This is an optimization exercise on Yosys and OpenROAD, whose aim is small area, a short achievable clock period and few clock cycles per item, not a production implementation.
Only simulation tests tie the RTL to the original design; equivalence was not proved.
Power and IR drop assume default switching activity.

### design/flow/standard.sh
#!/bin/bash
# synth_recipe.tcl (not shown) runs the flow's synth.tcl, then flattens the netlist and writes it again
# the make line also repeats each setting of config.mk as NAME=value (left out here)
make -C /OpenROAD-flow-scripts/flow DESIGN_CONFIG=/design/flow/config.mk WORK_HOME=/design/flow/orfs CLKGATE_MAP_FILE= SYNTH_SCRIPT=/design/flow/synth_recipe.tcl "${@:-finish}"
### design/flow/flow/run.sh
#!/bin/bash
# The standard layout (standard.sh) with these changes:
#  - port buffers are buf_1 cells instead of the flow's default pick
#    (clkdlybuf4s50_1, a slow delay cell);
#  - synthesis is the standard flow's script, except that
#    - Yosys's full/half adder extraction runs only inside the fa_cell and
#      ha_cell modules, so the final adder is left to abc as plain gates (the
#      extracted fa_1/ha_1 cells are slow on its carry path);
#    - the adders use Yosys's default carry-lookahead map, not ORFS's
#      Kogge-Stone one (abc makes them smaller and as fast from it);
#    - abc maps the top module with ORFS's abc_area.script (it builds the
#      final adder from fast NAND gates) and the small cell modules with the
#      default abc_speed.script (which keeps the history muxes as a22o).
#  - clock tree synthesis inserts no dummy loads (they only add area here).
#  Registers are untouched.
set -euo pipefail
W=$(pwd)
export BUFFER_PORTS_ARGS="-buffer_cell sky130_fd_sc_hd__buf_1"
# ORFS's clock tree settings (as config.mk would set them), without dummy loads
export CTS_ARGS="-sink_clustering_enable -repair_clock_nets -sink_clustering_size 30 -buf_list sky130_fd_sc_hd__clkbuf_8 -dont_use_dummy_load"
sed -e 's|extract_fa {\*}\[dont_use_extract_fa_args\]|extract_fa {*}[dont_use_extract_fa_args] fa_cell ha_cell|' \
    -e 's|"-extra-map \$::env(FLOW_HOME)/platforms/common/lcu_kogge_stone.v"|""|' \
    -e 's|^  log_cmd abc {\*}\$abc_args$|  log_cmd abc {*}$abc_args fir_top %n\n  log_cmd abc {*}[lreplace $abc_args 1 1 $::env(SCRIPTS_DIR)/abc_area.script] fir_top|' \
    "$FLOW_HOME/scripts/synth.tcl" > "$W/flow_synth_core.tcl"
grep -q 'dont_use_extract_fa_args\] fa_cell ha_cell' "$W/flow_synth_core.tcl"
! grep -q 'lcu_kogge_stone' "$W/flow_synth_core.tcl"
grep -q 'abc_area.script\] fir_top' "$W/flow_synth_core.tcl"
sed "s|source \$::env(SCRIPTS_DIR)/synth.tcl|source $W/flow_synth_core.tcl|" synth_recipe.tcl > "$W/flow_synth.tcl"
grep -q "flow_synth_core.tcl" "$W/flow_synth.tcl"
sed "s|SYNTH_SCRIPT=[^ ]*|SYNTH_SCRIPT=$W/flow_synth.tcl|" standard.sh > "$W/flow_standard.sh"
grep -q "SYNTH_SCRIPT=$W/flow_synth.tcl" "$W/flow_standard.sh"
bash "$W/flow_standard.sh" > "$W/standard.log" 2>&1
### design/flow/config.mk
export PLATFORM = sky130hd
export DESIGN_NAME = fir_top
export DESIGN_NICKNAME = fir_top
export VERILOG_FILES = /design/flow/design.v
export SDC_FILE = /design/flow/constraint.sdc
export NUM_CORES = 4
export LEC_CHECK = 0
export CAP_MARGIN = 20
export CORE_MARGIN = 2
export CORE_UTILIZATION = 40
export CTS_BUF_LIST = sky130_fd_sc_hd__clkbuf_8
export CTS_CLUSTER_SIZE = 30
export SETUP_SLACK_MARGIN = 3.7
export SLEW_MARGIN = 20
export SYNTH_HIERARCHICAL = 1
### design/flow/design.v
module fa_cell (input wire a, input wire b, input wire c, output wire s, output wire co);
    assign s  = a ^ b ^ c;
    assign co = (a & b) | (a & c) | (b & c);
endmodule
module ha_cell (input wire a, input wire b, output wire s, output wire co);
    assign s  = a ^ b;
    assign co = a & b;
endmodule
module hold_cell (input wire ld, input wire hd, input wire d, input wire q, output wire o);
    assign o = (ld & d) | (hd & q);
endmodule
module hold1_cell (input wire ld, input wire hd, input wire r, input wire d, input wire q, output wire o);
    assign o = (ld & d) | (hd & q) | r;
endmodule
module fir_top #(
    parameter K  = 8,
    parameter DW = 8,
    parameter CW = 8
)(
    input  wire clk,
    input  wire rst,
    input  wire start,
    input  wire signed [DW-1:0] x_in,
    output wire signed [DW+CW+$clog2(K):0] y_out,
    output wire data_valid
);
    reg [7:0] u1, u2, u3, u4, u5, u6;
    reg [10:0] wi;                            
    wire [10:0] w = wi ^ 11'h380;
    reg [11:0] ra, rb;
    reg [11:0] y;
    reg dv;
    wire [7:0] u_in = {~x_in[7], x_in[6:0]};
    wire [10:0] w_nx;                         
    wire ld = start & ~rst;
    wire hd = ~start & ~rst;
    wire [58:0] hist = {wi, u6, u5, u4, u3, u2, u1};
    wire [58:0] hin  = {w_nx ^ 11'h380, u5, u4, u3, u2, u1, u_in};
    localparam [58:0] RST1 = {11'd0, {6{8'h80}}};
    wire [58:0] hnx;
    genvar gi;
    generate
        for (gi = 0; gi < 59; gi = gi + 1) begin : g_hist
            if (RST1[gi]) begin : g_one
                hold1_cell u_h (.ld(ld), .hd(hd), .r(rst), .d(hin[gi]), .q(hist[gi]), .o(hnx[gi]));
            end else begin : g_zero
                hold_cell u_h (.ld(ld), .hd(hd), .d(hin[gi]), .q(hist[gi]), .o(hnx[gi]));
            end
        end
    endgenerate
    always @(posedge clk)
        {wi, u6, u5, u4, u3, u2, u1} <= hnx;
    wire s1, c1;
    fa_cell u_fa1 (.a(u1[0]), .b(u2[0]), .c(u3[0]), .s(s1), .co(c1));
    wire s2, c2;
    fa_cell u_fa2 (.a(u1[1]), .b(u2[1]), .c(u3[1]), .s(s2), .co(c2));
    wire s3, c3;
    ha_cell u_ha3 (.a(u4[1]), .b(u5[1]), .s(s3), .co(c3));
    wire s4, c4;
    fa_cell u_fa4 (.a(u1[2]), .b(u2[2]), .c(u3[2]), .s(s4), .co(c4));
    wire s5, c5;
    fa_cell u_fa5 (.a(u4[2]), .b(u5[2]), .c(w[2]), .s(s5), .co(c5));
    wire s6, c6;
    fa_cell u_fa6 (.a(u1[3]), .b(u2[3]), .c(u3[3]), .s(s6), .co(c6));
    wire s7, c7;
    fa_cell u_fa7 (.a(u4[3]), .b(u5[3]), .c(w[3]), .s(s7), .co(c7));
    wire s8, c8;
    fa_cell u_fa8 (.a(u1[4]), .b(u2[4]), .c(u3[4]), .s(s8), .co(c8));
    wire s9, c9;
    fa_cell u_fa9 (.a(u4[4]), .b(u5[4]), .c(w[4]), .s(s9), .co(c9));
    wire s10, c10;
    fa_cell u_fa10 (.a(u1[5]), .b(u2[5]), .c(u3[5]), .s(s10), .co(c10));
    wire s11, c11;
    fa_cell u_fa11 (.a(u4[5]), .b(u5[5]), .c(w[5]), .s(s11), .co(c11));
    wire s12, c12;
    fa_cell u_fa12 (.a(u1[6]), .b(u2[6]), .c(u3[6]), .s(s12), .co(c12));
    wire s13, c13;
    fa_cell u_fa13 (.a(u4[6]), .b(u5[6]), .c(w[6]), .s(s13), .co(c13));
    wire s14, c14;
    fa_cell u_fa14 (.a(u1[7]), .b(u2[7]), .c(u3[7]), .s(s14), .co(c14));
    wire s15, c15;
    fa_cell u_fa15 (.a(u4[7]), .b(u5[7]), .c(w[7]), .s(s15), .co(c15));
    wire s16, c16;
    ha_cell u_ha16 (.a(u4[0]), .b(u5[0]), .s(s16), .co(c16));
    wire s17, c17;
    fa_cell u_fa17 (.a(w[1]), .b(s2), .c(s3), .s(s17), .co(c17));
    wire s18, c18;
    fa_cell u_fa18 (.a(s4), .b(s5), .c(c2), .s(s18), .co(c18));
    wire s19, c19;
    fa_cell u_fa19 (.a(s6), .b(s7), .c(c4), .s(s19), .co(c19));
    wire s20, c20;
    fa_cell u_fa20 (.a(s8), .b(s9), .c(c6), .s(s20), .co(c20));
    wire s21, c21;
    fa_cell u_fa21 (.a(s10), .b(s11), .c(c8), .s(s21), .co(c21));
    wire s22, c22;
    fa_cell u_fa22 (.a(s12), .b(s13), .c(c10), .s(s22), .co(c22));
    wire s23, c23;
    fa_cell u_fa23 (.a(s14), .b(s15), .c(c12), .s(s23), .co(c23));
    wire s24, c24;
    ha_cell u_ha24 (.a(w[8]), .b(c14), .s(s24), .co(c24));
    wire s25, c25;
    ha_cell u_ha25 (.a(w[0]), .b(s1), .s(s25), .co(c25));
    wire s26, c26;
    fa_cell u_fa26 (.a(c1), .b(s17), .c(c16), .s(s26), .co(c26));
    wire s27, c27;
    fa_cell u_fa27 (.a(c3), .b(s18), .c(c17), .s(s27), .co(c27));
    wire s28, c28;
    fa_cell u_fa28 (.a(c5), .b(s19), .c(c18), .s(s28), .co(c28));
    wire s29, c29;
    fa_cell u_fa29 (.a(c7), .b(s20), .c(c19), .s(s29), .co(c29));
    wire s30, c30;
    fa_cell u_fa30 (.a(c9), .b(s21), .c(c20), .s(s30), .co(c30));
    wire s31, c31;
    fa_cell u_fa31 (.a(c11), .b(s22), .c(c21), .s(s31), .co(c31));
    wire s32, c32;
    fa_cell u_fa32 (.a(c13), .b(s23), .c(c22), .s(s32), .co(c32));
    wire s33, c33;
    fa_cell u_fa33 (.a(c15), .b(s24), .c(c23), .s(s33), .co(c33));
    wire s34, c34;
    ha_cell u_ha34 (.a(w[9]), .b(c24), .s(s34), .co(c34));
    wire [11:0] pr0 = {1'b0, w[10], s34, s33, s32, s31, s30, s29, s28, s27, s26, s16};
    wire [11:0] pr1 = {1'b0, c34, c33, c32, c31, c30, c29, c28, c27, c26, c25, s25};
    localparam [11:0] RA0 = 12'd0;
    localparam [11:0] RB0 = 12'd1536;
    wire s35, c35;
    fa_cell u_fa35 (.a(u6[0]), .b(u5[1]), .c(u6[2]), .s(s35), .co(c35));
    wire s36, c36;
    fa_cell u_fa36 (.a(u6[1]), .b(u5[2]), .c(u6[3]), .s(s36), .co(c36));
    wire s37, c37;
    fa_cell u_fa37 (.a(u6[2]), .b(u5[3]), .c(u6[4]), .s(s37), .co(c37));
    wire s38, c38;
    fa_cell u_fa38 (.a(u6[3]), .b(u5[4]), .c(u6[5]), .s(s38), .co(c38));
    wire s39, c39;
    fa_cell u_fa39 (.a(u6[4]), .b(u5[5]), .c(u6[6]), .s(s39), .co(c39));
    wire s40, c40;
    fa_cell u_fa40 (.a(u6[5]), .b(u5[6]), .c(u6[7]), .s(s40), .co(c40));
    wire s41, c41;
    ha_cell u_ha41 (.a(u6[6]), .b(u5[7]), .s(s41), .co(c41));
    wire [10:0] wr0 = {1'b0, u6[7], s41, s40, s39, s38, s37, s36, s35, u5[0], u6[0]};
    wire [10:0] wr1 = {1'b0, c41, c40, c39, c38, c37, c36, c35, 1'b0, u6[1], 1'b0};
    assign w_nx = wr0 + wr1;                  
    always @(posedge clk or posedge rst) begin
        if (rst) begin
            ra <= RA0;
            rb <= RB0;
        end else begin
            ra <= pr0;
            rb <= pr1;
        end
    end
    wire [11:0] uu = {2'b00, u_in, 2'b00};
    wire [11:0] sx = ra ^ rb;
    wire [11:0] sg = ra & rb;
    wire [11:0] so = ra | rb;
    wire [11:0] ss = sx ^ uu;
    wire [11:0] sk = sg | (uu & so);
    wire [11:0] s  = ss + {sk[10:0], 1'b0};
    always @(posedge clk)
        y <= {~s[11], s[10:0]};
    always @(posedge clk or posedge rst) begin
        if (rst) dv <= 1'b0;
        else     dv <= start;
    end
    assign y_out = {{8{y[11]}}, y};
    assign data_valid = dv;
endmodule
### design/flow/constraint.sdc
create_clock -name core_clock -period 6.0 [get_ports {clk}]
set_input_delay 1.2000 -clock core_clock [delete_from_list [all_inputs] [get_ports {clk}]]
set_output_delay 1.2000 -clock core_clock [all_outputs]
set_load 0.01 [all_outputs]
==> results of run 1 <==
## worst register-to-register path, delay by kind of cell (launching register included)
kind | cells | cell delay (ns)
XOR/XNOR | 2 | 0.37
adder cells (fa/ha/maj) | 1 | 0.48
AO/OA/AOI/OAI | 4 | 0.72
flip-flops | 1 | 0.44
## through the flow
step / total power (W) / setup WS (ns) / hold WS, ns / utilization (%)
2_1_floorplan: 0.000972 / 3.77 / 0.332 / -
3_3_place_gp: 0.00101 / 3.49 / 0.380 / 43.7
3_5_place_dp: 0.00102 / 3.46 / 0.380 / 43.7
4_1_cts: 0.00134 / 3.79 / 0.383 / 44.9
5_1_grt: 0.00143 / 3.71 / 0.391 / 45.0
6_report: 0.00132 / 3.81 / 0.382 / 45.0
## flip-flops by register name, indices dropped and copies added, names as in the netlist
signal / cells
dv: 1
ra: 11
rb: 11
u1: 8
u2: 8
u3: 8
u4: 8
u5: 8
u6: 8
wi: 11
y: 12
## Yosys stat by module (local to each module, per instance)
module	flops+latches	copies in the design
fir_top	94	1
fa_cell	0	35
ha_cell	0	6
hold1_cell	0	6
hold_cell	0	53
## area by class of cell
type / instances / area, µm² / share of cell area, %
Sequential cell: 94 / 2000 / 40.9
Multi-Input combinational cell: 291 / 2280 / 46.5
Tap cell: 140 / 175 / 3.58
Clock buffer: 9 / 124 / 2.53
Inverter: 49 / 184 / 3.76
Timing Repair Buffer: 33 / 135 / 2.76
## logic make-up after synthesis
family,after synthesis,share of synthesized area (%)
simple gates,156,14.9
flops,94,44.4
compound gates,74,14.2
buf+inv,57,5.42
fa+ha+maj,41,17.2
xor+xnor,20,3.89
## layer usage
metal	share of wire (%)	wire (µm)	vias to the layer above
met3	3.3	241	9
met5	0	0	-
met4	2.2	164	0
met1	52	3780	1375
met2	43	3140	38
li1	-	-	1522
## how the worst min path moves through the flow
stage / cells past startpoint / endpoint / slack [ns]
2_1_floorplan: 0 / ra[10]$_DFF_PP0_ / 0.33
3_3_place_gp: 0 / ra[10]$_DFF_PP0_ / 0.38
3_5_place_dp: 0 / ra[10]$_DFF_PP0_ / 0.38
4_1_cts: 0 / ra[10]$_DFF_PP0_ / 0.38
5_1_grt: 0 / ra[10]$_DFF_PP0_ / 0.39
6_report: 0 / ra[10]$_DFF_PP0_ / 0.38
## power groups by stage
stage	combinational [W]	sequential, W	clock (W)
6_report	0.000288	0.000712	0.000325
5_1_grt	0.000344	0.000723	0.000360
4_1_cts	0.000292	0.000713	0.000334
3_5_place_dp	0.000292	0.000727	0
3_3_place_gp	0.000287	0.000727	0
2_1_floorplan	0.000234	0.000738	0
## cell usage in the layout, fill, tap and decap left out
cell       instances
a21oi_1            6
a21boi_4           1
o21ai_2            1
nor2_1            21
fa_1              35
o2111ai_1          1
dfrtp_1           21
nand3_1           17
clkbuf_8           9
a21boi_1           1
or2_2              1
nand3_2            2
nor3_1             1
a21oi_4            1
nand2_2           12
nor2_2             4
clkbuf_2           3
o21ai_0            3
xor2_1            14
dfxtp_1           68
a21o_1             1
nor2_4             3
or2_1              1
inv_2              5
xnor2_1            6
dfstp_2            2
dfxtp_2            3
nand2_1           94
buf_1             28
a221o_1            6
buf_4              2
a22o_1            53
inv_1             44
ha_1               6
==> reports/qor.yml, run 1 <==
outcome: "finished clean"
end_kind: "register"
max_freq_ghz: 0.457
ys.flop_type: "dfxtp_1"
clock_latency_ns: 0.36
crit_path_end: "u4[7]$_DFF_P_"
drc: 0
grt_max_degree: 60
critPathMaxFanout: 59
p_leak_nw: 2.39
post_drt_wl_per_cell_um: 11.9
io_buffers: 31
crit_start: "rst"
cts_resized: 0
area_growth_pct: 8.84
gp_congestion: 0.732
cpPeakStageDelay_ns: 0.42
synth.area.top_cells: "dfxtp_1 32%, fa_1 16%, dfrtp_1 12%, a22o_1 10%, nand2_1 7.9%"
drive_gt1_share_pct: 10.3
die_y_um: 110
vias: 2944
postCtsHoldBufs: 0
worstReg2RegStart: "u5[5]$_DFF_P_"
finalHoldViolations: 0
r2r_cells: 7
avgSynthCellArea_um2: 10.2
seq_area_frac_synth_pct: 44.4
switching_share_pct: 30.2
synth.ff_latch_count: 94
min_from: "wi[10]$_DFF_P_"
p_int_w: 0.000925
drt-total-wl_mm: 7.33
synth_commonest_cells: "95 x nand2_1, 71 x dfxtp_1, 53 x a22o_1"
drt_iter0_drc: 263
path_buf_inv: 2
p_clk_share_pct: 24.5
p_switching_w: 0.000400
grt_busiest_layer: "met1"
instances_no_fill: 616
crit_chain: "buf_1 > nor2_4 > buf_4 > a221o_1"
rsz0062_at_grt: "true"
slew_headroom_pct: 43.6
cts_tree: "yes"
r2r_setup_slack_ns: 3.88
start_kind: "input pin"
cts_buffer_depth: 2
grt_pass1_wl_mm: 12.9
ir_drop_mv: 0.177
final_area_um2: 4900
max_slew.worst_pin.slew_ns: 0.845
synth_cells: 442
cts_setup_buffers: 0
crit_family: "buffers and inverters"
holdCritPathClass: "register to register"
cts.sinks: 94
initial_core_util_pct: 41.3
synth_edf_count: 0
io_pins: 32
yosys_warnings: 7
arrival_ns: 2.43
numPlacedInstances: 607
design.core.area_um2: 10900
p_per_area_nw_per_um2: 270
ys_types: 30
yosysMostFrequentCell: "nand2_1"
die-area_um2: 12100
slowest_stage: "a221o_1"
htreeDepth: 3
viasPerCell: 4.78
overflow: 0
syn_nets: 494
cts-root-buf: "clkbuf_8"
ant_nets: 0
synth_largest_area_cell: "dfxtp_1"
die_w_um: 110
grt_use_total_pct: 13.9
timing.rr.end: "wi[8]$_DFF_P_"
fin_nets: 530
drv_slew: 0
place_area_um2: 4760
antenna_found_initial: 0
synthArstFlopShare_pct: 24.5
fin_skew_ns: 0.0177
synth_top_cell_area_share_pct: 31.6
seq_power_share_pct: 53.8
setup.worst_path.class: "input pin to register"
cts-buffers-inserted: 9
diodes: 0
dp_hpwl_mm: 5.36
crit_cells: 4
finalSetupTns_ns: 0
fillCellCount: 1013
cap_viol_max_count: 0
power_frac_comb_pct: 21.7
setup_violations: 0
crit_required_ns: 6.24
grt_pass1_vias: 2778
clkTransAtPathRegs_ns: 0.08
firstDrtPassIters: 4
met2_usage_pct: 19.7
synth_area_um2: 4500
final.period_utilization_pct: 36.5
fin_crit_ns: 2.19
grtUsageMet3_pct: 2.82
grtUsageMet1_pct: 20.3
rows: 38
Testbench counts, summed over its fixed seeds: cycles 16,000, items 8,000.
==> run 2: changes to the inputs <==
--- a/design/flow/config.mk
+++ b/design/flow/config.mk
@@ -12,3 +12,3 @@
 export CTS_CLUSTER_SIZE = 30
-export SETUP_SLACK_MARGIN = 3.7
+export SETUP_SLACK_MARGIN = 3.9
 export SLEW_MARGIN = 20
==> reports/qor.yml, run 2 <==
synth_edf_count: 0
synth.ff_latch_count: 94
fin_skew_ns: 0.0209
regMostFlops: "y"
seq_area_frac_synth_pct: 44.4
outcome: "finished clean"
antenna_found_initial: 0
largest_reg_flops: 12
ant_nets: 0
synth_commonest_cells: "95 x nand2_1, 71 x dfxtp_1, 53 x a22o_1"
multi_input_area_um2: 2420
layout_commonest_cell: "nand2_1"
die_w_um: 110
dp_hpwl_mm: 5.37
highest_layer: "met4"
holdCritPathClass: "register to register"
start_kind: "register"
drt-total-wl_mm: 8.00
fillCellCount: 1027
grt_pass1_wl_mm: 13.1
instances_no_fill: 624
io_buffers: 31
area_growth_pct: 15.0
end_kind: "register"
synth_largest_area_cell: "dfxtp_1"
yosys_warnings: 7
wl_met1_mm: 4.01
cts.sinks: 94
vias: 3008
post-route-util_pct: 47.5
cts-buffers-inserted: 9
fin_crit_ns: 2.19
post_drt_wl_per_cell_um: 12.8
initial_core_util_pct: 41.3
cap_viol_max_count: 0
numPlacedInstances: 607
avgSynthCellArea_um2: 10.2
gp_congestion: 0.763
drv_slew: 0
firstDrtPassIters: 4
viasPerCell: 4.82
clkTransAtPathRegs_ns: 0.08
synth_cells: 442
grt_use_total_pct: 14.1
max_slew.worst_pin.slew_ns: 0.892
clock_latency_ns: 0.36
yosysMostFrequentCell: "nand2_1"
fin_nets: 538
p_per_area_nw_per_um2: 266
synth_top_cell_area_share_pct: 31.6
overflow: 0
drive_gt1_share_pct: 23.3
drc: 0
slew_headroom_pct: 40.5
htreeDepth: 3
arrival_ns: 2.44
cts_tree: "yes"
diodes: 0
rsz0062_at_grt: "true"
synthArstFlopShare_pct: 24.5
die_y_um: 110
finalSetupTns_ns: 0
io_pins: 32
synth_area_um2: 4500
grt_pass1_vias: 2844
rows: 38
ys.flop_type: "dfxtp_1"
grt_max_degree: 60
setup_violations: 0
cts-root-buf: "clkbuf_8"
seqCellArea_um2: 2010
p_leak_nw: 2.51
setup.worst_path.class: "register to register"
max_freq_ghz: 0.456
syn_nets: 494
drt_iter0_drc: 169
cts_buffer_depth: 2
crit_required_ns: 6.25
synth.area.top_cells: "dfxtp_1 32%, fa_1 16%, dfrtp_1 12%, a22o_1 10%, nand2_1 7.9%"
wl_met3_um: 220
final.period_utilization_pct: 36.5
finalHoldViolations: 0
die-area_um2: 12100
design.core.area_um2: 10900
critPathMaxFanout: 4
ys_types: 30
wl_met2_mm: 3.63
mostFrequentLayoutCells: "75 x nand2_1, 65 x dfxtp_1, 53 x a22o_1, 36 x inv_1, 35 x fa_1"
ir_drop_mv: 0.146
-- run 2: kinds of logic (layout without fill, tap and decap cells) --
family                   after synthesis  after routing  synth area share (%)
adder cells (fa/ha/maj)               41             41                  17.2
flip-flops                            94             94                  44.4
buffers and inverters                 57             99                  5.42
XOR/XNOR                              20             20                  3.89
AND/OR/NAND/NOR                      156            156                  14.9
AO/OA/AOI/OAI                         74             74                  14.2
-- run 2: final timing paths --
check                               start               end  slack (ns)  depth (start not counted)
hold reg to reg            wi[10]$_DFF_P_  ra[10]$_DFF_PP0_        0.35                          0
max in group asynchronous             rst   rb[3]$_DFF_PP0_        4.27                          2
hold / removal             wi[10]$_DFF_P_  ra[10]$_DFF_PP0_        0.35                          0
setup reg to reg            u6[3]$_DFF_P_     wi[8]$_DFF_P_        3.81                         12
min in group asynchronous             rst   ra[7]$_DFF_PP0_        1.17                          2
setup / recovery            u6[3]$_DFF_P_     wi[8]$_DFF_P_        3.81                         12
-- run 2: Yosys stat by module, one instance, submodules excluded --
| module | cell area, µm² | flops+latches |
|---|---|---|
| hold1_cell | 10.0 | 0 |
| fir_top | 3200 | 94 |
| hold_cell | 8.76 | 0 |
| ha_cell | 12.5 | 0 |
| fa_cell | 20.0 | 0 |
-- run 2: timing repair --
item,4_1_cts,5_1_grt
setup buffers,0,8
hold buffers,0,0
endpoints found under the setup margin,74,55
pin swaps,1,25
hold endpoints to repair,0,0
gates resized for setup,23,51
-- run 2: layer usage --
metal	up-vias	track usage (%)
li1	1537	-
met1	1425	19.9
met2	35	20.4
met3	11	3.64
met4	0	6.24
met5	-	0
-- run 2: critical path, cell delays in order, from the launching register on --
cell      delay [ns]
dfxtp_4         0.36
fa_1            0.60
nand2_2         0.09
inv_2           0.07
nor2_4          0.04
nand2_2         0.06
nand2_2         0.07
nand2_2         0.08
nand2_4         0.06
a21o_1          0.19
a21boi_2        0.18
xnor2_1         0.08
a22o_1          0.20
-- run 2: final cells by class --
cell class	count	share of cell area [%]
multi-input cells	291	46.8
clock buffers	9	2.39
flip-flops and latches	94	38.9
well taps	140	3.38
inverters	49	4.16
repair buffers	41	4.38
-- run 2: report_power, final --
part	leakage, nW	switching (W)	internal, W
logic	1.56	0.000205	0.000134
registers	0.883	0.0000292	0.000684
clock network	0.0647	0.000190	0.000135
total	2.51	0.000425	0.000952
-- run 2: metrics by stage --
stage	total power, W	worst slack (ns)	hold slack (ns)	area (µm²)
4_1_cts	0.00136	3.86	0.355	4990
3_3_place_gp	0.00102	3.35	0.341	4820
3_5_place_dp	0.00103	3.27	0.344	4820
6_report	0.00138	3.81	0.354	5180
2_1_floorplan	0.000976	3.80	0.332	4570
5_1_grt	0.00148	3.69	0.376	5180
==> run 3: changes to the inputs <==
--- a/design/flow/config.mk
+++ b/design/flow/config.mk
@@ -12,4 +12,5 @@
 export CTS_CLUSTER_SIZE = 30
-export SETUP_SLACK_MARGIN = 3.9
+export SETUP_SLACK_MARGIN = 3.95
 export SLEW_MARGIN = 20
 export SYNTH_HIERARCHICAL = 1
+export TNS_END_PERCENT = 5
==> reports/qor.yml, run 3 <==
htreeDepth: 3
overflow: 0
ir_drop_mv: 0.122
fin_crit_ns: 2.10
io_pins: 32
slew_headroom_pct: 43.2
seqCellArea_um2: 2020
mostFrequentLayoutCells: "83 x nand2_1, 61 x dfxtp_1, 53 x a22o_1, 38 x inv_1, 35 x fa_1"
synth.ff_latch_count: 94
avgSynthCellArea_um2: 10.2
p_int_w: 0.000939
cts-buffers-inserted: 9
vias: 2944
place_area_um2: 4770
ys_types: 30
synth_top_cell_area_share_pct: 31.6
synth_edf_count: 0
end_kind: "register"
arrival_ns: 2.35
fin_skew_ns: 0.0103
grt_pass1_vias: 2721
design.core.area_um2: 10900
syn_nets: 494
switching_share_pct: 30.6
cap_viol_max_count: 0
min_from: "wi[10]$_DFF_P_"
power_frac_comb_pct: 22.9
post_drt_wl_per_cell_um: 11.9
fin_nets: 537
rsz0062_at_grt: "true"
cts-root-buf: "clkbuf_8"
synth.area.top_cells: "dfxtp_1 32%, fa_1 16%, dfrtp_1 12%, a22o_1 10%, nand2_1 7.9%"
synthArstFlopShare_pct: 24.5
io_buffers: 31
layout_commonest_cell: "nand2_1"
p_leak_nw: 2.46
cts_buffer_depth: 2
gp_congestion: 0.753
clock_latency_ns: 0.36
setup.worst_path.class: "input pin to register"
crit_start: "rst"
finalHoldViolations: 0
seq_area_frac_synth_pct: 44.4
max_freq_ghz: 0.476
final.period_utilization_pct: 35.0
antenna_found_initial: 0
firstDrtPassIters: 6
synth_cells: 442
grt_use_total_pct: 13.6
finalSetupTns_ns: 0
synth_area_um2: 4500
grt_max_degree: 60
initial_core_util_pct: 41.3
crit_required_ns: 6.25
synth_commonest_cells: "95 x nand2_1, 71 x dfxtp_1, 53 x a22o_1"
die-area_um2: 12100
ant_nets: 0
seq_power_share_pct: 52.7
critPathMaxFanout: 59
diodes: 0
dp_hpwl_mm: 5.25
die_y_um: 110
post-route-util_pct: 46.6
p_per_area_nw_per_um2: 266
drive_gt1_share_pct: 20.9
drc: 0
drt_iter0_drc: 164
fillCellCount: 1013
regMostFlops: "y"
yosysMostFrequentCell: "nand2_1"
ys.flop_type: "dfxtp_1"
cts_tree: "yes"
fin_ws_ns: 3.90
start_kind: "input pin"
outcome: "finished clean"
multi_input_area_um2: 2350
rows: 38
drt-total-wl_mm: 7.44
cts.sinks: 94
area_growth_pct: 12.8
p_clk_share_pct: 24.4
pre_cts_slack_ns: 3.45
setup_violations: 0
largest_reg_flops: 12
drv_slew: 0
max_slew.worst_pin.slew_ns: 0.851
yosys_warnings: 7
viasPerCell: 4.73
clkTransAtPathRegs_ns: 0.08
holdCritPathClass: "register to register"
p_switching_w: 0.000414
worstReg2RegStart: "u6[5]$_DFF_P_"
die_w_um: 110
synth_largest_area_cell: "dfxtp_1"
final_area_um2: 5080
grt_pass1_wl_mm: 12.5
[run 3: cell types whose count changed in the layout (fill, tap and decap cells not counted), sizes merged]
cell | before | now
clkbuf | 13 | 12
[run 3: per-module statistics from Yosys (local to each module, per instance)]
module	copies in the design	cell area, µm²
fa_cell	35	20.0
fir_top	1	3200
ha_cell	6	12.5
hold1_cell	6	10.0
hold_cell	53	8.76
[run 3: worst max-delay path, cell delays in order]
cell and delay [ns]:
buf_1 0.40, nor2_4 0.03, buf_4 0.32, a221o_1 0.39
[run 3: power groups by stage]
stage / combinational, W / sequential, W / clock (W)
floorplan: 0.000234 / 0.000738 / 0
global placement: 0.000289 / 0.000727 / 0
detailed placement: 0.000294 / 0.000727 / 0
CTS: 0.000302 / 0.000714 / 0.000344
global route: 0.000362 / 0.000725 / 0.000368
finish: 0.000310 / 0.000713 / 0.000330
[run 3: timing repair]
| item | in CTS | in global routing |
|---|---|---|
| pin swaps | 6 | 14 |
| setup endpoints to repair | 73 | 87 |
| setup buffers | 5 | 2 |
| hold buffers | 0 | 0 |
| resized for setup | 30 | 31 |
[run 3: final cells by class]
cell class                      instances  area share, %
Clock buffer                            9           2.44
Inverter                               49           3.87
Multi-Input combinational cell        291           46.3
Sequential cell                        94           39.8
Tap cell                              140           3.45
Timing Repair Buffer                   40           4.14
[run 3: per-stage QoR]
step                      instances  hold slack [ns]  power (W)
after floorplan                 442            0.332   0.000972
after global placement          607            0.341    0.00102
after detailed placement        607            0.350    0.00102
after CTS                       621            0.361    0.00136
after global routing            623            0.370    0.00146
final                           623            0.359    0.00135
[run 3: logic make-up (layout without fill, tap and decap cells)]
logic type	after synthesis	after routing	synth area share, %
adders and majority gates	41	41	17.2
xor gates and xnor gates	20	20	3.89
AOI/OAI and AO/OA	74	74	14.2
DFF	94	94	44.4
buffers and inverters	57	98	5.42
and+or+nand+nor	156	156	14.9
[run 3: final timing paths]
check,slack [ns],to,depth (start not counted)
min in group asynchronous,1.22,dv$_DFF_PP0_,2
min reg2reg,0.36,ra[10]$_DFF_PP0_,0
max reg2reg,3.91,wi[10]$_DFF_P_,9
max in group asynchronous,4.25,rb[8]$_DFF_PP0_,2
max,3.90,u3[7]$_DFF_P_,4
min,0.36,ra[10]$_DFF_PP0_,0
[run 3: metal layers]
| layer | GRT usage (%) | up-vias | routed length, µm |
|---|---|---|---|
| li1 | - | 1532 | - |
| met1 | 19.8 | 1368 | 3870 |
| met2 | 18.8 | 34 | 3140 |
| met3 | 4.23 | 10 | 283 |
| met4 | 5.70 | 0 | 139 |
| met5 | 0 | - | 0 |
==> run 4: changes to the inputs <==
--- a/design/flow/config.mk
+++ b/design/flow/config.mk
@@ -12,3 +12,3 @@
 export CTS_CLUSTER_SIZE = 30
-export SETUP_SLACK_MARGIN = 3.95
+export SETUP_SLACK_MARGIN = 3.9
 export SLEW_MARGIN = 20
==> reports/qor.yml, run 4 <==
outcome: "finished clean"
grt_pass1_vias: 2703
cts_buffer_depth: 2
fillCellCount: 1016
drt_iter0_drc: 204
synth.area.top_cells: "dfxtp_1 32%, fa_1 16%, dfrtp_1 12%, a22o_1 10%, nand2_1 7.9%"
io_buffers: 31
io_pins: 32
setup_violations: 0
fin_skew_ns: 0.0112
drv_slew: 0
largest_reg_flops: 12
max_freq_ghz: 0.471
initial_core_util_pct: 41.3
fin_crit_ns: 2.12
yosysMostFrequentCell: "nand2_1"
rsz0062_at_grt: "true"
synth.ff_latch_count: 94
synth_edf_count: 0
design.core.area_um2: 10900
rows: 38
cts.sinks: 94
end_kind: "register"
p_leak_nw: 2.44
synth_commonest_cells: "95 x nand2_1, 71 x dfxtp_1, 53 x a22o_1"
clock_latency_ns: 0.36
max_slew.worst_pin.slew_ns: 0.860
p_per_area_nw_per_um2: 264
ir_drop_mv: 0.120
gp_congestion: 0.753
critPathMaxFanout: 4
final.period_utilization_pct: 35.4
layout_commonest_cell: "nand2_1"
synth_area_um2: 4500
htreeDepth: 3
cap_viol_max_count: 0
grt_use_total_pct: 13.7
synth_largest_area_cell: "dfxtp_1"
ant_nets: 0
ys.flop_type: "dfxtp_1"
synth_top_cell_area_share_pct: 31.6
mostFrequentLayoutCells: "87 x nand2_1, 62 x dfxtp_1, 53 x a22o_1, 41 x inv_1, 34 x fa_1"
slew_headroom_pct: 42.6
drc: 0
dp_hpwl_mm: 5.25
post_drt_wl_per_cell_um: 12.1
synthArstFlopShare_pct: 24.5
holdCritPathClass: "register to register"
die-area_um2: 12100
avgSynthCellArea_um2: 10.2
regMostFlops: "y"
start_kind: "register"
die_y_um: 110
synth_cells: 442
viasPerCell: 4.76
die_w_um: 110
vias: 2960
grt_pass1_wl_mm: 12.5
yosys_warnings: 7
cts_tree: "yes"
seqCellArea_um2: 2020
syn_nets: 494
fin_nets: 536
diodes: 0
multi_input_area_um2: 2350
finalHoldViolations: 0
grt_max_degree: 60
antenna_found_initial: 0
ys_types: 30
cts-root-buf: "clkbuf_8"
power.total_w: 0.00134
firstDrtPassIters: 4
clkTransAtPathRegs_ns: 0.08
min_path_cells: 0
drt-total-wl_mm: 7.51
finalSetupTns_ns: 0
overflow: 0
setup.worst_path.class: "register to register"
crit_required_ns: 6.26
arrival_ns: 2.38
cts-buffers-inserted: 9
seq_area_frac_synth_pct: 44.4
r2r_cells: 12
postCtsHoldBufs: 0
area_growth_pct: 12.4
drive_gt1_share_pct: 17.6
run 4: cell counts after synthesis:
Identical to the previous run, type by type.
run 4: final timing paths:
check | from | endpoint | slack (ns)
max | u6[3]$_DFF_P_ | wi[8]$_DFF_P_ | 3.88
min | wi[10]$_DFF_P_ | ra[10]$_DFF_PP0_ | 0.36
max reg2reg | u6[3]$_DFF_P_ | wi[8]$_DFF_P_ | 3.88
min reg2reg | wi[10]$_DFF_P_ | ra[10]$_DFF_PP0_ | 0.36
max in group asynchronous | rst | rb[8]$_DFF_PP0_ | 4.24
min in group asynchronous | rst | ra[7]$_DFF_PP0_ | 1.22
run 4: Yosys stat by module, one instance, submodules excluded:
module      copies in the design  cell area [µm²]
fir_top                        1             3200
hold_cell                     53             8.76
hold1_cell                     6             10.0
ha_cell                        6             12.5
fa_cell                       35             20.0
run 4: kinds of logic (layout without fill, tap and decap cells):
kind of cell	count (synthesis)	after routing	synth area share, %
xor gates and xnor gates	20	20	3.89
DFF	94	94	44.4
buffers and inverters	57	97	5.42
adders and majority gates	41	41	17.2
AOI/OAI and AO/OA	74	74	14.2
and+or+nand+nor	156	156	14.9
run 4: metal layers:
| metal | track usage, % | wire (µm) | part of all wire, % |
|---|---|---|---|
| met2 | 18.8 | 3210 | 43 |
| met5 | 0 | 0 | 0 |
| met1 | 19.9 | 3870 | 51 |
| met3 | 4.23 | 251 | 3.3 |
| met4 | 5.70 | 176 | 2.3 |
run 4: what timing repair did:
item | CTS | global route
setup buffers | 0 | 6
pin swaps | 0 | 13
gates resized for setup | 10 | 36
gates cloned | 0 | 0
endpoints found under the setup margin | 70 | 30
hold endpoints to repair | 0 | 0
run 4: through the flow:
stage	area, µm²	setup WS, ns	util (%)	std cells	hold WS (ns)
finish	5060	3.88	46.5	622	0.358
global route	5060	3.80	46.5	622	0.370
CTS	4920	3.86	45.2	616	0.361
detailed placement	4770	3.45	43.8	607	0.350
global placement	4770	3.48	43.8	607	0.341
floorplan	4530	3.77	-	442	0.332
run 4: final cells by class:
| class | count | area share, % |
|---|---|---|
| clock buffers | 9 | 2.45 |
| inverters | 49 | 3.88 |
| multi-input cells | 291 | 46.5 |
| flip-flops and latches | 94 | 39.9 |
| well taps | 140 | 3.46 |
| repair buffers | 39 | 3.76 |
run 4: where the power goes:
part	leakage, nW	internal, W	switching (W)	total (W)
sequential	0.884	0.000683	0.0000298	0.000713
combinational	1.50	0.000111	0.000184	0.000295
clock	0.0647	0.000135	0.000194	0.000329
total	2.44	0.000929	0.000408	0.00134
run 4: critical path, stage by stage (launching register included):
cell      delay, ns
dfxtp_4        0.35
fa_1           0.59
nand2_2        0.08
inv_2          0.07
nor2_4         0.04
nand2_2        0.06
nand2_2        0.06
nand2_2        0.07
nand2_4        0.06
a21o_1         0.19
a21boi_2       0.15
xnor2_1        0.08
a22o_1         0.21
==> run 5: changes to the inputs <==
--- a/design/flow/config.mk
+++ b/design/flow/config.mk
@@ -15,2 +15,2 @@
 export SYNTH_HIERARCHICAL = 1
-export TNS_END_PERCENT = 5
+export TNS_END_PERCENT = 20
==> reports/qor.yml, run 5 <==
gp_congestion: 0.803
die-area_um2: 12100
max_slew.worst_pin.slew_ns: 0.863
p_leak_nw: 2.46
drc: 0
p_per_area_nw_per_um2: 264
rsz0062_at_grt: "true"
rows: 38
drt-total-wl_mm: 7.44
cts-buffers-inserted: 9
fin_nets: 536
diodes: 0
die_y_um: 110
synth_area_um2: 4500
cap_viol_max_count: 0
critPathMaxFanout: 4
end_kind: "register"
cpPeakStageDelay_ns: 0.58
antenna_found_initial: 0
drv_slew: 0
largest_reg_flops: 12
grt_max_degree: 60
fin_ws_ns: 3.89
vias: 2941
synth.ff_latch_count: 94
mostFrequentLayoutCells: "79 x nand2_1, 64 x dfxtp_1, 53 x a22o_1, 37 x inv_1, 35 x fa_1"
ys.flop_type: "dfxtp_1"
fin_crit_ns: 2.11
layout_commonest_cell: "nand2_1"
power.total_w: 0.00134
avgSynthCellArea_um2: 10.2
ys_types: 30
area_growth_pct: 13.2
viasPerCell: 4.73
dp_hpwl_mm: 5.29
yosysMostFrequentCell: "nand2_1"
initial_core_util_pct: 41.3
synth_top_cell_area_share_pct: 31.6
synth_commonest_cells: "95 x nand2_1, 71 x dfxtp_1, 53 x a22o_1"
cts_buffer_depth: 2
holdCritPathClass: "register to register"
die_w_um: 110
fin_skew_ns: 0.0209
post_drt_wl_per_cell_um: 12.0
critPathMostFrequentCell: "nand2_2"
synth_largest_area_cell: "dfxtp_1"
io_pins: 32
drt_iter0_drc: 158
synthArstFlopShare_pct: 24.5
htreeDepth: 3
synth_cells: 442
overflow: 0
grt_use_total_pct: 13.5
regMostFlops: "y"
crit_required_ns: 6.24
design.core.area_um2: 10900
grt_pass1_wl_mm: 12.8
finalHoldViolations: 0
outcome: "finished clean"
drive_gt1_share_pct: 21.0
clock_latency_ns: 0.35
firstDrtPassIters: 4
slowest_stage: "fa_1"
crit_chain: "fa_1 > nand2_2 > inv_2 > nor2_4 > nand2_2 > nand2_2 > nand2_2 > nand2_2 > a21o_1 > buf_6 > xor2_2 > a22o_1"
clkTransAtPathRegs_ns: 0.08
cts.sinks: 94
yosys_warnings: 7
setup.worst_path.class: "register to register"
synth_edf_count: 0
setup_violations: 0
grt_pass1_vias: 2754
seq_area_frac_synth_pct: 44.4
slew_headroom_pct: 42.4
cts_tree: "yes"
max_freq_ghz: 0.475
io_buffers: 31
arrival_ns: 2.35
hold_ws_ns: 0.351
pre_cts_slack_ns: 3.45
syn_nets: 494
finalSetupTns_ns: 0
ir_drop_mv: 0.136
cts-root-buf: "clkbuf_8"
ant_nets: 0
start_kind: "register"
final.period_utilization_pct: 35.1
synth.area.top_cells: "dfxtp_1 32%, fa_1 16%, dfrtp_1 12%, a22o_1 10%, nand2_1 7.9%"
## run 5: cell counts after synthesis
No cell type changed its count.
## run 5: where the power goes
group | leakage [nW] | internal [W] | switching, W
clock network | 0.0647 | 0.000135 | 0.000190
logic | 1.51 | 0.000115 | 0.000192
registers | 0.883 | 0.000684 | 0.0000289
## run 5: cells by family (layout without fill, tap and decap cells)
kind of cell             after synthesis  after routing  synth area share (%)
XOR/XNOR                              20             20                  3.89
AO/OA/AOI/OAI                         74             74                  14.2
flip-flops                            94             94                  44.4
adder cells (fa/ha/maj)               41             41                  17.2
AND/OR/NAND/NOR                      156            156                  14.9
buffers and inverters                 57             97                  5.42
## run 5: cell type report
type	count	area (µm²)
Sequential cell	94	2020
Timing Repair Buffer	39	201
Tap cell	140	175
Fill cell	1047	5800
Multi-Input combinational cell	291	2380
Inverter	49	196
Clock buffer	9	124
## run 5: final timing paths
kind / start / to / slack, ns / cells after the start
setup / recovery: u5[2]$_DFF_P_ / wi[7]$_DFF_P_ / 3.89 / 12
hold / removal: wi[10]$_DFF_P_ / ra[10]$_DFF_PP0_ / 0.35 / 0
setup reg to reg: u5[2]$_DFF_P_ / wi[7]$_DFF_P_ / 3.89 / 12
hold reg to reg: wi[10]$_DFF_P_ / ra[10]$_DFF_PP0_ / 0.35 / 0
max in group asynchronous: rst / rb[4]$_DFF_PP0_ / 4.32 / 2
min in group asynchronous: rst / ra[3]$_DFF_PP0_ / 1.13 / 2
## run 5: worst max-delay path, delay by kind of cell, from the launching register on
kind,cells,cell delay (ns)
xor gates and xnor gates,1,0.13
adders and majority gates,1,0.58
DFF,1,0.36
and+or+nand+nor,6,0.36
buffers and inverters,2,0.19
AOI/OAI and AO/OA,2,0.39
## run 5: Yosys stat by module (local to each module, per instance)
| module | flip-flops and latches | cell area [µm²] | times used |
|---|---|---|---|
| ha_cell | 0 | 12.5 | 6 |
| fa_cell | 0 | 20.0 | 35 |
| fir_top | 94 | 3200 | 1 |
| hold1_cell | 0 | 10.0 | 6 |
| hold_cell | 0 | 8.76 | 53 |
## run 5: per-stage QoR
stage,cell area (µm²),util [%],cells
4_1_cts,4920,45.2,616
5_1_grt,5090,46.8,622
3_5_place_dp,4770,43.8,607
2_1_floorplan,4530,-,442
3_3_place_gp,4770,43.8,607
6_report,5090,46.8,622
## run 5: routing by layer
layer  wire (µm)  up-vias  GRT usage, %
met5           0        -             0
met4          90        0          6.06
met3         152        5          2.35
met2        3240       23          19.3
met1        3950     1380          19.9
li1            -     1533             -
## run 5: what timing repair did
item | 4_1_cts | 5_1_grt
hold buffers | 0 | 0
pin swaps | 0 | 14
gates resized for setup | 12 | 52
buffers inserted | 0 | 6
setup endpoints to repair | 71 | 20
==> run 6: changes to the inputs <==
--- a/design/flow/config.mk
+++ b/design/flow/config.mk
@@ -15,2 +15,2 @@
 export SYNTH_HIERARCHICAL = 1
-export TNS_END_PERCENT = 20
+export TNS_END_PERCENT = 10
==> reports/qor.yml, run 6 <==
design.core.area_um2: 10900
synth_cells: 442
overflow: 0
wl_met3_um: 235
power.total_w: 0.00133
setup.worst_path.class: "register to register"
synth_commonest_cells: "95 x nand2_1, 71 x dfxtp_1, 53 x a22o_1"
synth_edf_count: 0
min_path_cells: 0
drt_iter0_drc: 191
cts_tree: "yes"
crit_required_ns: 6.25
fin_ws_ns: 3.90
viasPerCell: 4.76
postCtsHoldBufs: 0
cap_viol_max_count: 0
ant_nets: 0
r2r_cells: 12
seq_area_frac_synth_pct: 44.4
io_buffers: 31
end_kind: "register"
p_int_w: 0.000932
ys.flop_type: "dfxtp_1"
fin_skew_ns: 0.0327
cts-buffers-inserted: 9
arrival_ns: 2.36
mostFrequentLayoutCells: "89 x nand2_1, 65 x dfxtp_1, 53 x a22o_1, 41 x inv_1, 35 x fa_1"
p_per_area_nw_per_um2: 266
antenna_found_initial: 0
crit_chain: "fa_1 > nand2_2 > inv_2 > nor2_4 > nand2_2 > nand2_2 > nand2_2 > nand2_2 > a21o_1 > a21boi_2 > xnor2_1 > a22o_1"
p_clk_share_pct: 24.2
cpPeakStageDelay_ns: 0.58
area_growth_pct: 11.2
hold_path_end: "ra[10]$_DFF_PP0_"
synth_area_um2: 4500
grt_pass1_wl_mm: 12.7
pre_cts_slack_ns: 3.44
switching_share_pct: 29.9
place_area_um2: 4770
fin_crit_ns: 2.10
critPathMostFrequentCell: "nand2_2"
gp_congestion: 0.804
start_kind: "register"
final.period_utilization_pct: 35.1
wl_met2_mm: 3.23
post_drt_wl_per_cell_um: 11.9
outcome: "finished clean"
slew_headroom_pct: 43.4
worstReg2RegStart: "u5[2]$_DFF_P_"
hold_ws_ns: 0.354
power_frac_comb_pct: 22.1
drive_gt1_share_pct: 15.7
max_freq_ghz: 0.475
timing.rr.end: "wi[8]$_DFF_P_"
firstDrtPassIters: 4
p_switching_w: 0.000398
yosysMostFrequentCell: "nand2_1"
finalHoldViolations: 0
critPathMaxFanout: 4
slowest_stage: "fa_1"
p_leak_nw: 2.43
cts_buffer_depth: 2
finalSetupTns_ns: 0
synth.ff_latch_count: 94
ys_types: 30
io_pins: 32
highest_layer: "met4"
grt_use_total_pct: 13.7
cts-root-buf: "clkbuf_8"
avgSynthCellArea_um2: 10.2
clkTransAtPathRegs_ns: 0.08
setup_violations: 0
rows: 38
synth_top_cell_area_share_pct: 31.6
rsz0062_at_grt: "true"
r2r_setup_slack_ns: 3.90
clock_latency_ns: 0.37
synth.area.top_cells: "dfxtp_1 32%, fa_1 16%, dfrtp_1 12%, a22o_1 10%, nand2_1 7.9%"
synth_largest_area_cell: "dfxtp_1"
wl_met1_mm: 3.78
die_y_um: 110
drt-total-wl_mm: 7.39
vias: 2948
htreeDepth: 3
cts.sinks: 94
die-area_um2: 12100
min_from: "wi[10]$_DFF_P_"
dp_hpwl_mm: 5.34
diodes: 0
synthArstFlopShare_pct: 24.5
grt_pass1_vias: 2721
ir_drop_mv: 0.115
drv_slew: 0
regMostFlops: "y"
final_area_um2: 5000
die_w_um: 110
syn_nets: 494
initial_core_util_pct: 41.3
seq_power_share_pct: 53.7
holdCritPathClass: "register to register"
fin_nets: 533
grt_max_degree: 60
max_slew.worst_pin.slew_ns: 0.848
drc: 0
yosys_warnings: 7
largest_reg_flops: 12
layout_commonest_cell: "nand2_1"
==> run 6: critical path: cells and delay by family (launching register included) <==
kind / cells / cell delay, ns
AO/OA/AOI/OAI: 3 / 0.55
XOR/XNOR: 1 / 0.07
adder cells (fa/ha/maj): 1 / 0.58
buffers and inverters: 1 / 0.07
flip-flops: 1 / 0.36
AND/OR/NAND/NOR: 6 / 0.38
==> run 6: Yosys stat by module, one instance, submodules excluded <==
module | flops+latches | times used | area, µm²
fir_top | 94 | 1 | 3200
ha_cell | 0 | 6 | 12.5
hold_cell | 0 | 53 | 8.76
hold1_cell | 0 | 6 | 10.0
fa_cell | 0 | 35 | 20.0
==> run 6: through the flow <==
stage          instances  utilization [%]
5_1_grt              619             46.0
6_report             619             46.0
3_5_place_dp         607             43.8
2_1_floorplan        442                -
3_3_place_gp         607             43.8
4_1_cts              616             45.3
==> run 6: repair_timing <==
item | in CTS | in global routing
buffers inserted | 0 | 3
pin swaps | 1 | 7
setup endpoints to repair | 71 | 33
gates resized for setup | 17 | 19
==> run 6: worst max path at each step <==
stage | startpoint | to | slack (ns) | depth (start not counted)
floorplan | start | u1[7]$_DFF_P_ | 3.77 | 3
global placement | start | u4[7]$_DFF_P_ | 3.48 | 5
detailed placement | start | u5[7]$_DFF_P_ | 3.44 | 5
CTS | u6[7]$_DFF_P_ | wi[10]$_DFF_P_ | 3.88 | 9
global route | u5[2]$_DFF_P_ | wi[8]$_DFF_P_ | 3.74 | 12
finish | u5[2]$_DFF_P_ | wi[8]$_DFF_P_ | 3.90 | 12
==> run 6: cell families after synthesis <==
kind of cell,synth area share (%)
AO/OA/AOI/OAI,14.2
buffers and inverters,5.42
XOR/XNOR,3.89
flip-flops,44.4
adder cells (fa/ha/maj),17.2
AND/OR/NAND/NOR,14.9
==> run 6: final cells by class <==
| cell class | instances | area, µm² |
|---|---|---|
| fill | 1014 | 5880 |
| multi-input combinational | 291 | 2320 |
| sequential | 94 | 2010 |
| inverter | 49 | 196 |
| tap | 140 | 175 |
| timing repair buffer | 36 | 170 |
| clock buffer | 9 | 124 |
==> run 6: routing by layer <==
metal	up-vias	GRT usage, %
li1	1521	-
met1	1384	19.8
met2	31	19.5
met3	12	2.47
met4	0	6.96
met5	-	0
==> run 6: power by group through the flow <==
stage          clock network, W  logic [W]  registers [W]
4_1_cts                0.000336   0.000297       0.000715
3_3_place_gp                  0   0.000288       0.000726
3_5_place_dp                  0   0.000292       0.000727
6_report               0.000322   0.000294       0.000713
5_1_grt                0.000362   0.000343       0.000725
2_1_floorplan                 0   0.000234       0.000738
==> run 7: changes to the inputs <==
--- a/design/flow/config.mk
+++ b/design/flow/config.mk
@@ -12,3 +12,3 @@
 export CTS_CLUSTER_SIZE = 30
-export SETUP_SLACK_MARGIN = 3.9
+export SETUP_SLACK_MARGIN = 4.0
 export SLEW_MARGIN = 20
==> reports/qor.yml, run 7 <==
outcome: "finished clean"
mostFrequentLayoutCells: "65 x dfxtp_1, 63 x nand2_1, 53 x a22o_1, 35 x fa_1"
yosys_warnings: 7
ir_drop_mv: 0.131
die-area_um2: 12100
seq_area_frac_synth_pct: 44.4
final.period_utilization_pct: 35.6
start_kind: "register"
p_clk_share_pct: 23.1
io_buffers: 31
rsz0062_at_grt: "true"
drive_gt1_share_pct: 29.2
synthArstFlopShare_pct: 24.5
rows: 38
p_switching_w: 0.000438
viasPerCell: 4.86
arrival_ns: 2.39
synth_commonest_cells: "95 x nand2_1, 71 x dfxtp_1, 53 x a22o_1"
finalSetupTns_ns: 0
clkTransAtPathRegs_ns: 0.09
cts_tree: "yes"
overflow: 0
synth.area.top_cells: "dfxtp_1 32%, fa_1 16%, dfrtp_1 12%, a22o_1 10%, nand2_1 7.9%"
drc: 0
largest_reg_flops: 12
setup.worst_path.class: "register to register"
slowest_stage: "fa_1"
grt_pass1_wl_mm: 12.8
cap_viol_max_count: 0
path_buf_inv: 2
r2r_cells: 12
critPathMostFrequentCell: "nand2_2"
avgSynthCellArea_um2: 10.2
fillCellCount: 985
die_w_um: 110
yosysMostFrequentCell: "nand2_1"
fin_nets: 543
min_from: "wi[10]$_DFF_P_"
synth_largest_area_cell: "dfxtp_1"
synth_top_cell_area_share_pct: 31.6
area_growth_pct: 18.7
grt_max_degree: 60
grt_pass1_vias: 2751
gp_congestion: 0.804
max_slew.worst_pin.slew_ns: 0.852
post_drt_wl_per_cell_um: 12.4
min_path_cells: 0
crit_required_ns: 6.25
p_int_w: 0.000966
io_pins: 32
end_kind: "register"
multi_input_area_um2: 2530
crit_start: "u6[1]$_DFF_P_"
design.core.area_um2: 10900
ys.flop_type: "dfxtp_1"
cpPeakStageDelay_ns: 0.58
crit_family: "adder cells"
initial_core_util_pct: 41.3
seqCellArea_um2: 2010
crit_cells: 12
cts-root-buf: "clkbuf_8"
regMostFlops: "y"
cts-buffers-inserted: 9
grt_use_total_pct: 13.8
post-route-util_pct: 49.1
slew_headroom_pct: 43.2
synth_edf_count: 0
critPathMaxFanout: 4
drt_iter0_drc: 164
switching_share_pct: 31.2
fin_skew_ns: 0.0323
drt-total-wl_mm: 7.80
power_frac_comb_pct: 26.2
setup_violations: 0
r2r_setup_slack_ns: 3.86
cts.sinks: 94
fin_crit_ns: 2.14
htreeDepth: 3
seq_power_share_pct: 50.8
vias: 3058
diodes: 0
holdCritPathClass: "register to register"
drv_slew: 0
p_leak_nw: 2.58
max_freq_ghz: 0.468
cts_buffer_depth: 2
syn_nets: 494
p_per_area_nw_per_um2: 263
clock_latency_ns: 0.37
dp_hpwl_mm: 5.34
synth.ff_latch_count: 94
finalHoldViolations: 0
ant_nets: 0
layout_commonest_cell: "dfxtp_1"
crit_chain: "fa_1 > nand2_2 > inv_2 > nor2_4 > nand2_2 > nand2_2 > nand2_2 > nand2_4 > a21o_1 > buf_4 > xor2_1 > a22o_1"
ys_types: 30
antenna_found_initial: 0
firstDrtPassIters: 4
worstReg2RegStart: "u6[1]$_DFF_P_"
synth_cells: 442
synth_area_um2: 4500
die_y_um: 110
-- run 7: cell counts after synthesis --
No cell type changed its count.
-- run 7: per-layer routing --
layer / global-route usage, % / vias to the layer above / routed length (µm)
li1: - / 1545 / -
met1: 20.0 / 1463 / 3860
met5: 0 / - / 0
met3: 2.47 / 12 / 216
met4: 7.14 / 0 / 149
met2: 19.8 / 38 / 3580
-- run 7: repair_timing --
| action | in CTS | in global routing |
|---|---|---|
| hold endpoints to repair | 0 | 0 |
| pin swaps | 5 | 34 |
| endpoints found under the setup margin | 88 | 43 |
| buffers inserted | 4 | 9 |
| resized for setup | 33 | 95 |
| hold buffers | 0 | 0 |
-- run 7: per-module statistics from Yosys, one instance, submodules excluded --
module,cells inside,area (µm²),times used,flip-flops and latches
fir_top,342,3200,1,94
fa_cell,1,20.0,35,0
ha_cell,1,12.5,6,0
hold1_cell,1,10.0,6,0
hold_cell,1,8.76,53,0
-- run 7: final timing paths --
| check | end |
|---|---|
| max in group asynchronous | ra[4]$_DFF_PP0_ |
| min in group asynchronous | rb[4]$_DFF_PP0_ |
| worst max-delay path | wi[7]$_DFF_P_ |
| worst min-delay path | ra[10]$_DFF_PP0_ |
| worst max register to register | wi[7]$_DFF_P_ |
| worst min register to register | ra[10]$_DFF_PP0_ |
-- run 7: area by class of cell --
| class | instances | area share [%] |
|---|---|---|
| Sequential cell | 94 | 37.7 |
| Multi-Input combinational cell | 291 | 47.4 |
| Inverter | 49 | 3.96 |
| Timing Repair Buffer | 46 | 5.29 |
| Clock buffer | 9 | 2.32 |
| Tap cell | 140 | 3.28 |
-- run 7: cell families (layout without fill, tap and decap cells) --
| logic type | after synthesis | in the layout | synth area share, % |
|---|---|---|---|
| fa+ha+maj | 41 | 41 | 17.2 |
| buf+inv | 57 | 104 | 5.42 |
| simple gates | 156 | 156 | 14.9 |
| flops | 94 | 94 | 44.4 |
| xor+xnor | 20 | 20 | 3.89 |
| compound gates | 74 | 74 | 14.2 |
-- run 7: per-stage QoR --
step,cell area (µm²),setup slack (ns),total power [W],cells,hold WS (ns)
after floorplan,4530,3.77,0.000972,442,0.332
final,5340,3.86,0.00140,629,0.354
after global routing,5340,3.76,0.00150,629,0.362
after CTS,5000,3.91,0.00135,620,0.357
after global placement,4770,3.48,0.00101,607,0.341
after detailed placement,4770,3.44,0.00102,607,0.340
-- run 7: power groups by stage --
stage          clock network [W]  logic [W]  registers (W)
6_report                0.000324   0.000367       0.000713
5_1_grt                 0.000362   0.000417       0.000725
4_1_cts                 0.000336   0.000302       0.000714
3_5_place_dp                   0   0.000292       0.000727
3_3_place_gp                   0   0.000288       0.000726
2_1_floorplan                  0   0.000234       0.000738
==> run 8: changes to the inputs <==
--- a/design/flow/flow/run.sh
+++ b/design/flow/flow/run.sh
@@ -19,3 +19,3 @@
 # ORFS's clock tree settings (as config.mk would set them), without dummy loads
-export CTS_ARGS="-sink_clustering_enable -repair_clock_nets -sink_clustering_size 30 -buf_list sky130_fd_sc_hd__clkbuf_8 -dont_use_dummy_load"
+export CTS_ARGS="-repair_clock_nets -buf_list sky130_fd_sc_hd__clkbuf_8 -dont_use_dummy_load"
 sed -e 's|extract_fa {\*}\[dont_use_extract_fa_args\]|extract_fa {*}[dont_use_extract_fa_args] fa_cell ha_cell|' \
--- a/design/flow/config.mk
+++ b/design/flow/config.mk
@@ -12,5 +12,4 @@
 export CTS_CLUSTER_SIZE = 30
-export SETUP_SLACK_MARGIN = 4.0
+export SETUP_SLACK_MARGIN = 3.8
 export SLEW_MARGIN = 20
 export SYNTH_HIERARCHICAL = 1
-export TNS_END_PERCENT = 10
==> reports/qor.yml, run 8 <==
post_drt_wl_per_cell_um: 12.0
arrival_ns: 2.37
max_slew.worst_pin.slew_ns: 0.848
clkTransAtPathRegs_ns: 0.08
seqCellArea_um2: 2010
drv_slew: 0
design.core.area_um2: 10900
grt_pass1_wl_mm: 12.6
fillCellCount: 1018
ant_nets: 0
htreeDepth: 3
p_per_area_nw_per_um2: 263
multi_input_area_um2: 2360
instances_no_fill: 620
die_w_um: 110
drt_iter0_drc: 191
cap_viol_max_count: 0
fin_nets: 534
crit_required_ns: 6.25
numPlacedInstances: 607
holdCritPathClass: "register to register"
antenna_found_initial: 0
rows: 38
firstDrtPassIters: 6
max_freq_ghz: 0.471
r2r_setup_slack_ns: 3.88
synth_cells: 442
drt-total-wl_mm: 7.44
synth.ff_latch_count: 94
drive_gt1_share_pct: 15.6
layout_commonest_cell: "nand2_1"
postCtsHoldBufs: 0
die-area_um2: 12100
fin_crit_ns: 2.12
start_kind: "register"
finalHoldViolations: 0
largest_reg_flops: 12
diodes: 0
die_y_um: 110
seq_area_frac_synth_pct: 44.4
grt_pass1_vias: 2713
gp_congestion: 0.804
clock_latency_ns: 0.36
cts-buffers-inserted: 9
area_growth_pct: 12.1
finalSetupTns_ns: 0
cts_tree: "yes"
initial_core_util_pct: 41.3
mostFrequentLayoutCells: "88 x nand2_1, 65 x dfxtp_1, 53 x a22o_1, 42 x inv_1, 35 x fa_1"
io_buffers: 31
end_kind: "register"
cts-root-buf: "clkbuf_8"
critPathMaxFanout: 4
outcome: "finished clean"
cts_buffer_depth: 2
overflow: 0
yosys_warnings: 7
synth_area_um2: 4500
ys_types: 30
regMostFlops: "y"
setup.worst_path.class: "register to register"
final.period_utilization_pct: 35.4
synth_largest_area_cell: "dfxtp_1"
io_pins: 32
slew_headroom_pct: 43.4
avgSynthCellArea_um2: 10.2
vias: 2965
synthArstFlopShare_pct: 24.5
viasPerCell: 4.78
syn_nets: 494
p_leak_nw: 2.44
synth_edf_count: 0
rsz0062_at_grt: "true"
fin_skew_ns: 0.0327
synth_top_cell_area_share_pct: 31.6
drc: 0
grt_use_total_pct: 13.6
setup_violations: 0
ir_drop_mv: 0.115
ys.flop_type: "dfxtp_1"
grt_max_degree: 60
synth_commonest_cells: "95 x nand2_1, 71 x dfxtp_1, 53 x a22o_1"
yosysMostFrequentCell: "nand2_1"
cts.sinks: 94
dp_hpwl_mm: 5.34
synth.area.top_cells: "dfxtp_1 32%, fa_1 16%, dfrtp_1 12%, a22o_1 10%, nand2_1 7.9%"
run 8: cell counts after synthesis:
Identical to the previous run, type by type.
run 8: power breakdown:
part           switching (W)  internal, W  leakage (nW)
Clock               0.000186     0.000135        0.0647
Combinational       0.000183     0.000109          1.49
Sequential         0.0000300     0.000684         0.882
Total               0.000399     0.000928          2.44
run 8: path summary, 6_finish.rpt:
check                                from          endpoint  cells past startpoint
min in group asynchronous             rst   rb[4]$_DFF_PP0_                      2
max in group asynchronous             rst   ra[4]$_DFF_PP0_                      2
setup reg to reg            u5[2]$_DFF_P_     wi[8]$_DFF_P_                     12
hold reg to reg            wi[10]$_DFF_P_  ra[10]$_DFF_PP0_                      0
hold / removal             wi[10]$_DFF_P_  ra[10]$_DFF_PP0_                      0
setup / recovery            u5[2]$_DFF_P_     wi[8]$_DFF_P_                     12
run 8: critical path, cell delays in order, from the launching register on:
cell and delay, ns:
dfxtp_4 0.36, fa_1 0.51, nand2_2 0.11, inv_1 0.05
nor2_2 0.12, nand2_1 0.09, nand2_2 0.09, nand2_2 0.06
nand2_4 0.09, a21o_1 0.16, a21boi_2 0.06, xnor2_1 0.12
a22o_1 0.21
run 8: area by class of cell:
type,instances,share of cell area [%]
flip-flops and latches,94,40.0
repair buffers,37,3.42
clock buffers,9,2.46
well taps,140,3.47
multi-input cells,291,46.8
inverters,49,3.90
run 8: cells by family after synthesis:
| kind of cell | after synthesis | share of synthesized area [%] |
|---|---|---|
| AO/OA/AOI/OAI | 74 | 14.2 |
| buffers and inverters | 57 | 5.42 |
| AND/OR/NAND/NOR | 156 | 14.9 |
| XOR/XNOR | 20 | 3.89 |
| adder cells (fa/ha/maj) | 41 | 17.2 |
| flip-flops | 94 | 44.4 |
run 8: metal layers:
layer / GRT usage, % / routed length (µm) / part of all wire (%) / vias up
li1: - / - / - / 1525
met4: 6.96 / 149 / 2.0 / 0
met3: 2.47 / 286 / 3.8 / 12
met5: 0 / 0 / 0 / -
met2: 19.4 / 3270 / 44 / 42
met1: 19.8 / 3740 / 50 / 1386
run 8: modules after synthesis, one instance, submodules excluded:
module	cell area, µm²	flops+latches	cells	times used
fa_cell	20.0	0	1	35
fir_top	3200	94	342	1
hold_cell	8.76	0	1	53
hold1_cell	10.0	0	1	6
ha_cell	12.5	0	1	6
run 8: what timing repair did:
action                                  in CTS  in global routing
setup buffers                                0                  4
gates resized for setup                      2                 35
pin swaps                                    0                  9
endpoints found under the setup margin      10                 67
gates cloned                                 0                  0
run 8: through the flow:
step	power [W]	setup slack [ns]	instance area, µm²	hold WS, ns	util, %
final	0.00133	3.88	5040	0.354	46.3
after global routing	0.00143	3.68	5040	0.362	46.3
after CTS	0.00134	3.79	4900	0.357	45.0
after detailed placement	0.00102	3.44	4770	0.340	43.8
after global placement	0.00101	3.48	4770	0.341	43.8
after floorplan	0.000972	3.77	4530	0.332	-

-- re-timing with driven ports --
Ports are ideal in the flow. The routed layouts listed here were re-timed in OpenROAD.
Step 1 (the two cells are an assumption about what drives the block):
set clk [get_ports {clk}]
set_driving_cell -lib_cell sky130_fd_sc_hd__clkbuf_16 $clk
set_driving_cell -lib_cell sky130_fd_sc_hd__buf_2 [delete_from_list [all_inputs] $clk]
Step 2 also shifts input and output timing later by t, the mid clock arrival at the registers, as if the neighbouring blocks saw the same clock.
a / b / c = ideal / step 1 / step 2; a / b = the first two.
| run | t (ns) | setup WS [ns] | worst setup path at the end |
|---|---|---|---|
| run 1 | 0.384 | 3.812 / 3.795 / 3.434 | input to register |
| run 2 | 0.380 | 3.809 / 3.809 / 3.547 | input to register |
| run 3 | 0.393 | 3.898 / 3.901 / 3.517 | input to register |
| run 4 | 0.393 | 3.879 / 3.879 / 3.528 | input to register |
| run 5 | 0.373 | 3.893 / 3.888 / 3.614 | input to register |
| run 6 | 0.384 | 3.896 / 3.879 / 3.527 | input to register |
| run 7 | 0.385 | 3.862 / 3.862 / 3.590 | input to register |
| run 8 | 0.383 | 3.877 / 3.867 / 3.518 | input to register |
After both steps every run listed still meets setup and hold. For run 3, which loses most, drivers alone change the setup slack by +0.003 ns; drivers and shift together by -0.381 ns.
